Source: an optimization exercise on an open RTL-to-GDS flow (aim: small area). Production flows keep margins and buffers that such runs may drop. In this exercise RTL edits were held to simulation tests only and were not proved equivalent to the original. Power figures rest on the tool's default switching activity, not on a simulated workload.

==> flow/design.v (outline; a module is shown in full before it is edited, if it fits) <==
// module fir_7_7: 1135 lines
// module fa: 4 lines
// module sel3: 3 lines
// module add8: 23 lines
module fir_7_7(
    input clk,
    input rst,
    input [7:0] weight_data,
    input [2:0] weight_idx,
    input weight_valid,
    output weight_ready,
    input [7:0] input_data,
    input input_valid,
    output input_ready,
    output [15:0] output_data,
    input output_ready,
    output output_valid
    );
  // ...
==> flow/flow/run.sh <==
#!/bin/bash
# Layout flow: the standard ORFS flow (standard.sh: the standard
# synthesis and every ORFS step), with two settings changed:
#  - the port buffers buffer_ports inserts are the smallest buffer, buf_1;
#  - clock tree synthesis is run without dummy load cells.
# The output of the whole run is kept in standard_flow.log; ORFS keeps each
# step's own log under orfs/logs/.
set -euo pipefail
cd "$(dirname "$0")/.."
export BUFFER_PORTS_ARGS="-buffer_cell sky130_fd_sc_hd__buf_1"
export CTS_ARGS="-sink_clustering_enable -repair_clock_nets -buf_list sky130_fd_sc_hd__clkbuf_8 -dont_use_dummy_load"
bash standard.sh finish > standard_flow.log 2>&1
==> flow/standard.sh <==
#!/bin/bash
# synth_recipe.tcl (not shown) runs the flow's synth.tcl, then flattens the netlist and writes it again
# the make line also repeats each setting of config.mk as NAME=value (left out here)
make -C /OpenROAD-flow-scripts/flow DESIGN_CONFIG=/design/flow/config.mk WORK_HOME=/design/flow/orfs CLKGATE_MAP_FILE= SYNTH_SCRIPT=/design/flow/synth_recipe.tcl "${@:-finish}"
==> flow/config.mk <==
export PLATFORM = sky130hd
export DESIGN_NAME = fir_7_7
export DESIGN_NICKNAME = fir_7_7
export VERILOG_FILES = /design/flow/design.v
export SDC_FILE = /design/flow/constraint.sdc
export NUM_CORES = 4
export LEC_CHECK = 0
export CAP_MARGIN = 20
export CORE_MARGIN = 2
export CORE_UTILIZATION = 40
export CTS_BUF_LIST = sky130_fd_sc_hd__clkbuf_8
export GPL_TIMING_DRIVEN = 1
export SLEW_MARGIN = 20
export SYNTH_HIERARCHICAL = 1
export SYNTH_MINIMUM_KEEP_SIZE = 0
==> flow/constraint.sdc <==
create_clock -name core_clock -period 8.0 [get_ports {clk}]
set_input_delay 1.6000 -clock core_clock [delete_from_list [all_inputs] [get_ports {clk}]]
set_output_delay 1.6000 -clock core_clock [all_outputs]
set_load 0.01 [all_outputs]
==> results_dict.tcl, run 1 <==
set metrics [dict create \
    outcome "finished clean" \
    synth_top_family_by_area "adder cells" \
    multi_input_area_share_pct 69.9 \
    start_util_pct 40.4 \
    cts-htree-levels 4 \
    tightest_slew_ps 993 \
    fin_util_pct 45.1 \
    dr.max_layer_used "met4" \
    worst_ep_arrival_time_ps 8070 \
    place.gp.congestion 1.02 \
    tns_ps 0 \
    dpl-instance-area_sq_mm 0.0148 \
    crit_buf_inv 3 \
    timing.slew.headroom_pct 33.8 \
    regArea_sq_mm 0.00262 \
    synth_top_flop_cell "dfxtp_1" \
    netSwitchingPower_w 0.000344 \
    netlist_area_sq_mm 0.0135 \
    yosys.area.top_type "fa_1" \
    yosysWarnings 7 \
    antenna_found_initial 0 \
    flops_and_latches 131 \
    rr_worst_depth 26 \
    reg2reg_to "result[15]" \
    cts_resized 0 \
    setup_viol 0 \
    drv_cap 0 \
    switching_share_pct 28.3 \
    seq_power_w 0.000670 \
    drt_iter0_drc 2962 \
    rr_startpoint "w0[0]" \
    die_y_microns 188 \
    critPathCapture "result[15]" \
    leakage_nw 3.99 \
    drt-pass1-iter-count 17 \
    critPathLaunch "w0[0]" \
    synth_compound_area_share_pct 23.0 \
    top_register "result" \
    critical_path.slowest_cell "a222oi_1" \
    clock_buffers 17 \
    ir_drop_mv 0.0980 \
    p_seq_share_pct 55.0 \
    clkSinkCount 131 \
    power-top-group "sequential cells" \
]
==> run 2: changes to the inputs <==
==> flow/flow/run.sh (replaced) <==
#!/bin/bash
# Layout flow: the standard ORFS flow (standard.sh: the standard
# synthesis and every ORFS step), with these settings changed:
#  - the buffers Yosys/ABC inserted are removed at floorplan
#    (REMOVE_ABC_BUFFERS; global placement is not timing driven, so it
#    would not remove them itself), and timing is then repaired by the
#    usual repair steps after placement, CTS and global routing;
#  - the port buffers buffer_ports inserts are the smallest buffer, buf_1;
#  - clock tree synthesis uses clkbuf_8 and no dummy load cells.
# The output of the whole run is kept in standard_flow.log; ORFS keeps each
# step's own log under orfs/logs/.
set -euo pipefail
cd "$(dirname "$0")/.."
export REMOVE_ABC_BUFFERS=1
export BUFFER_PORTS_ARGS="-buffer_cell sky130_fd_sc_hd__buf_1"
export CTS_ARGS="-sink_clustering_enable -repair_clock_nets -buf_list sky130_fd_sc_hd__clkbuf_8 -dont_use_dummy_load"
bash standard.sh finish > standard_flow.log 2>&1
--- a/flow/config.mk
+++ b/flow/config.mk
@@ -10,5 +10,5 @@
 export CORE_UTILIZATION = 40
 export CTS_BUF_LIST = sky130_fd_sc_hd__clkbuf_8
-export GPL_TIMING_DRIVEN = 1
+export GPL_TIMING_DRIVEN = 0
 export SLEW_MARGIN = 20
 export SYNTH_HIERARCHICAL = 1
==> results_dict.tcl, run 2 <==
set metrics [dict create \
    yosysWarnings 7 \
    dr_wl_met3_mm 5.56 \
    gr-total-overflow 0 \
    ys_ff_latch 131 \
    cts_made_buffers 17 \
    antenna_found_initial 0 \
    drc_errors 0 \
    hold_path_class "register to register" \
    netSwitchingPower_w 0.000338 \
    p_seq_share_pct 56.3 \
    synth_top_flop_cell "dfxtp_1" \
    met1_length_mm 19.1 \
    crit_path_start_kind "register" \
    clock-root-buffer "clkbuf_8" \
    grt_pass1_wl_mm 75.9 \
    post-route-period-util_pct 97.7 \
    core-area_sq_mm 0.0334 \
    ys_seq_area_share_pct 19.4 \
    p_comb_share_pct 8.0 \
    timing.slew.headroom_pct 32.4 \
    fin_util_pct 43.3 \
    drt_iter0_drc 2576 \
    num_vias 11500 \
    yosysMostFrequentCell "fa_1" \
    internal-power_w 0.000868 \
    cts-htree-levels 4 \
    hold_viol 0 \
    top_register "result" \
    rows 67 \
    worstSetupEndpointType "register" \
    routed_wirelength_mm 51.0 \
    largest_reg_flops 16 \
    cts_tree "done" \
    clk_latency_ps 500 \
    mostFrequentLayoutCell "fa_1" \
    dr.max_layer_used "met4" \
    synthMuxAreaShare_pct 0 \
    holdPathStages 0 \
    place.gp.congestion 0.967 \
    r2r_slack_ps 190 \
    skew_ps 40.8 \
    rsz0062_at_grt "no" \
    pwr_density_cell_mw_per_mm2 83.3 \
    synth_top_family_by_area "adder cells" \
    drv_cap 0 \
    cts.clk_slew.worst_paths_ps 70 \
    path_max_fanout 10 \
    postSynthCellCount 1237 \
    grt_start_max_net_pins 58 \
    pre_cts_slack_ps -241 \
    die_area_sq_mm 0.0353 \
    syn_area_per_cell_sq_um 10.9 \
    hold_start "ov_d" \
    path_class "register to register" \
    timing.fmax_mhz 128 \
    synth_compound_area_share_pct 23.0 \
    power.total_w 0.00121 \
    grt_pass1_vias 11800 \
    dp_hpwl_mm 39.2 \
    wl_per_cell_microns 29.9 \
    num_antenna_cells 0 \
    ir_drop_mv 0.100 \
    yosys.area.top_type "fa_1" \
    outcome "finished clean" \
    synth.distinct_cells 44 \
    place_inst 1680 \
    synth_area_leaders "fa_1, dfxtp_1, a222oi_1, nand2_1, a22o_1" \
    start_util_pct 40.4 \
    synth-edff-count 0 \
    async_flop_share_pct 0 \
    tightest_slew_ps 1010 \
    grt_usage_pct 29.2 \
    die_y_microns 188 \
    ys_top_cells_by_count "fa_1, nand2_1, a222oi_1" \
    critical_path_required_ps 8400 \
    yosys.area.top_type_share_pct 38.2 \
    clockPowerShare_pct 35.7 \
    portBuffers 42 \
    final_cell_mix "fa_1, nand2_1, a222oi_1, dfxtp_1, a21oi_1" \
    area_growth_pct 7.08 \
    tns_ps 0 \
    die_x_microns 188 \
    holdPathEnd "ov_r" \
    setup_viol 0 \
    leakage_nw 3.50 \
    setup_ws_ps 188 \
    drive_gt1_share_pct 6.92 \
    detail-route-antenna-nets 0 \
    wl_met2_mm 23.3 \
    drv_slew 0 \
    clkSinkCount 131 \
    synth_xor_area_share_pct 1.56 \
    drt-pass1-iter-count 12 \
    cts.path.max_buffers 2 \
    reg2reg_to "result[15]" \
    rr_worst_depth 21 \
    layout_min_cycle_time_ps 7810 \
    switching_share_pct 28.1 \
    rr_startpoint "w3[5]" \
    fin_nets 1574 \
    io_pins 43 \
    synth-simple-area-share_pct 12.1 \
    layout.cells.non_filler 1705 \
    synth_fa_ha_area_share_pct 41.3 \
    viasPerCell 6.74 \
    netlist_area_sq_mm 0.0135 \
    worst_ep_arrival_time_ps 8210 \
]
## run 2: cell counts after synthesis
Identical to the previous run, type by type.
## run 2: worst max path at each step
stage / end / from / slack (ps) / depth (start not counted)
2_1_floorplan: result[15] / w0[0] / 710 / 26
3_3_place_gp: result[15] / w5[0] / -270 / 26
3_5_place_dp: result[15] / w5[0] / -240 / 26
4_1_cts: result[15] / w4[0] / 5 / 26
5_1_grt: result[15] / w3[0] / 2 / 26
6_report: result[15] / w3[5] / 190 / 21
## run 2: logic make-up after synthesis
kind of cell,after synthesis
and+or+nand+nor,343
DFF,131
xor gates and xnor gates,21
buffers and inverters,89
AOI/OAI and AO/OA,362
adders and majority gates,291
## run 2: worst max-delay path, stage by stage (launching register included)
cell and delay (ps):
dfxtp_1 770, ha_1 420, a21oi_1 280, o21ai_0 220
xor2_1 830, a222oi_1 310, fa_1 460, fa_1 530
fa_1 440, fa_1 410, fa_1 400, fa_1 460
fa_1 510, inv_1 40, ha_1 220, fa_2 370
and3b_1 210, a221oi_2 290, xnor2_1 170, xnor2_1 160
nand2_1 90, a21oi_2 140
## run 2: metal layers
layer	vias to the layer above	track usage [%]
met2	796	45.1
met5	-	0
met4	0	16.8
met1	5775	37.6
li1	4765	-
met3	151	7.07
## run 2: per-module statistics from Yosys, one instance, submodules excluded
module	times used	flip-flops and latches	cells
fir_7_7	1	131	698
add8	3	0	33
fa	248	0	1
sel3	192	0	1
## run 2: what timing repair did
action,in CTS,in global routing
pin swaps,3,13
resized for setup,15,25
hold buffers,0,0
setup buffers,0,8
setup endpoints to repair,2,2
endpoints found under the hold margin,0,0
## run 2: through the flow
stage | hold WS (ps) | area, sq um
floorplan | 310 | 13300
global placement | 311 | 14000
detailed placement | 314 | 14100
CTS | 331 | 14400
global route | 335 | 14500
finish | 327 | 14500
## run 2: power by group through the flow
| stage | logic, W | registers (W) | clock network [W] |
|---|---|---|---|
| final | 0.0000959 | 0.000679 | 0.000431 |
| after CTS | 0.0000918 | 0.000680 | 0.000451 |
| after global placement | 0.0000875 | 0.000694 | 0 |
| after detailed placement | 0.0000909 | 0.000694 | 0 |
| after floorplan | 0.0000440 | 0.000685 | 0 |
| after global routing | 0.000102 | 0.000679 | 0.000472 |
## run 2: cell type report
cell class / count / area, sq um
Clock buffer: 17 / 234
Fill cell: 3190 / 19000
Inverter: 40 / 155
Multi-Input combinational cell: 1017 / 10600
Sequential cell: 131 / 2660
Tap cell: 448 / 561
Timing Repair Buffer: 52 / 259

-- static timing again, ports no longer ideal --
No port has a modelled driver above. Below, the same layouts with a new extraction and two added sets of constraints. Step 1 (the two cells are an assumption about what drives the block):
set clk [get_ports {clk}]
set_driving_cell -lib_cell sky130_fd_sc_hd__clkbuf_16 $clk
set_driving_cell -lib_cell sky130_fd_sc_hd__buf_2 [delete_from_list [all_inputs] $clk]
Step 2 also shifts input and output timing later by t, the mid clock arrival at the registers, as if the neighbouring blocks saw the same clock. Slacks: no drivers / after step 1 / after step 2; pairs: no drivers / after step 1.
run	shift t [ns]	setup WS [ns]	clock arrival spread, ns	worst register clock-pin slew, ns
run 1	0.532	0.338 / 0.338 / 0.338	0.036 / 0.035	0.09 / 0.09
run 2	0.528	0.188 / 0.188 / 0.188	0.041 / 0.041	0.09 / 0.09
After both steps setup and hold are still met in every run listed.
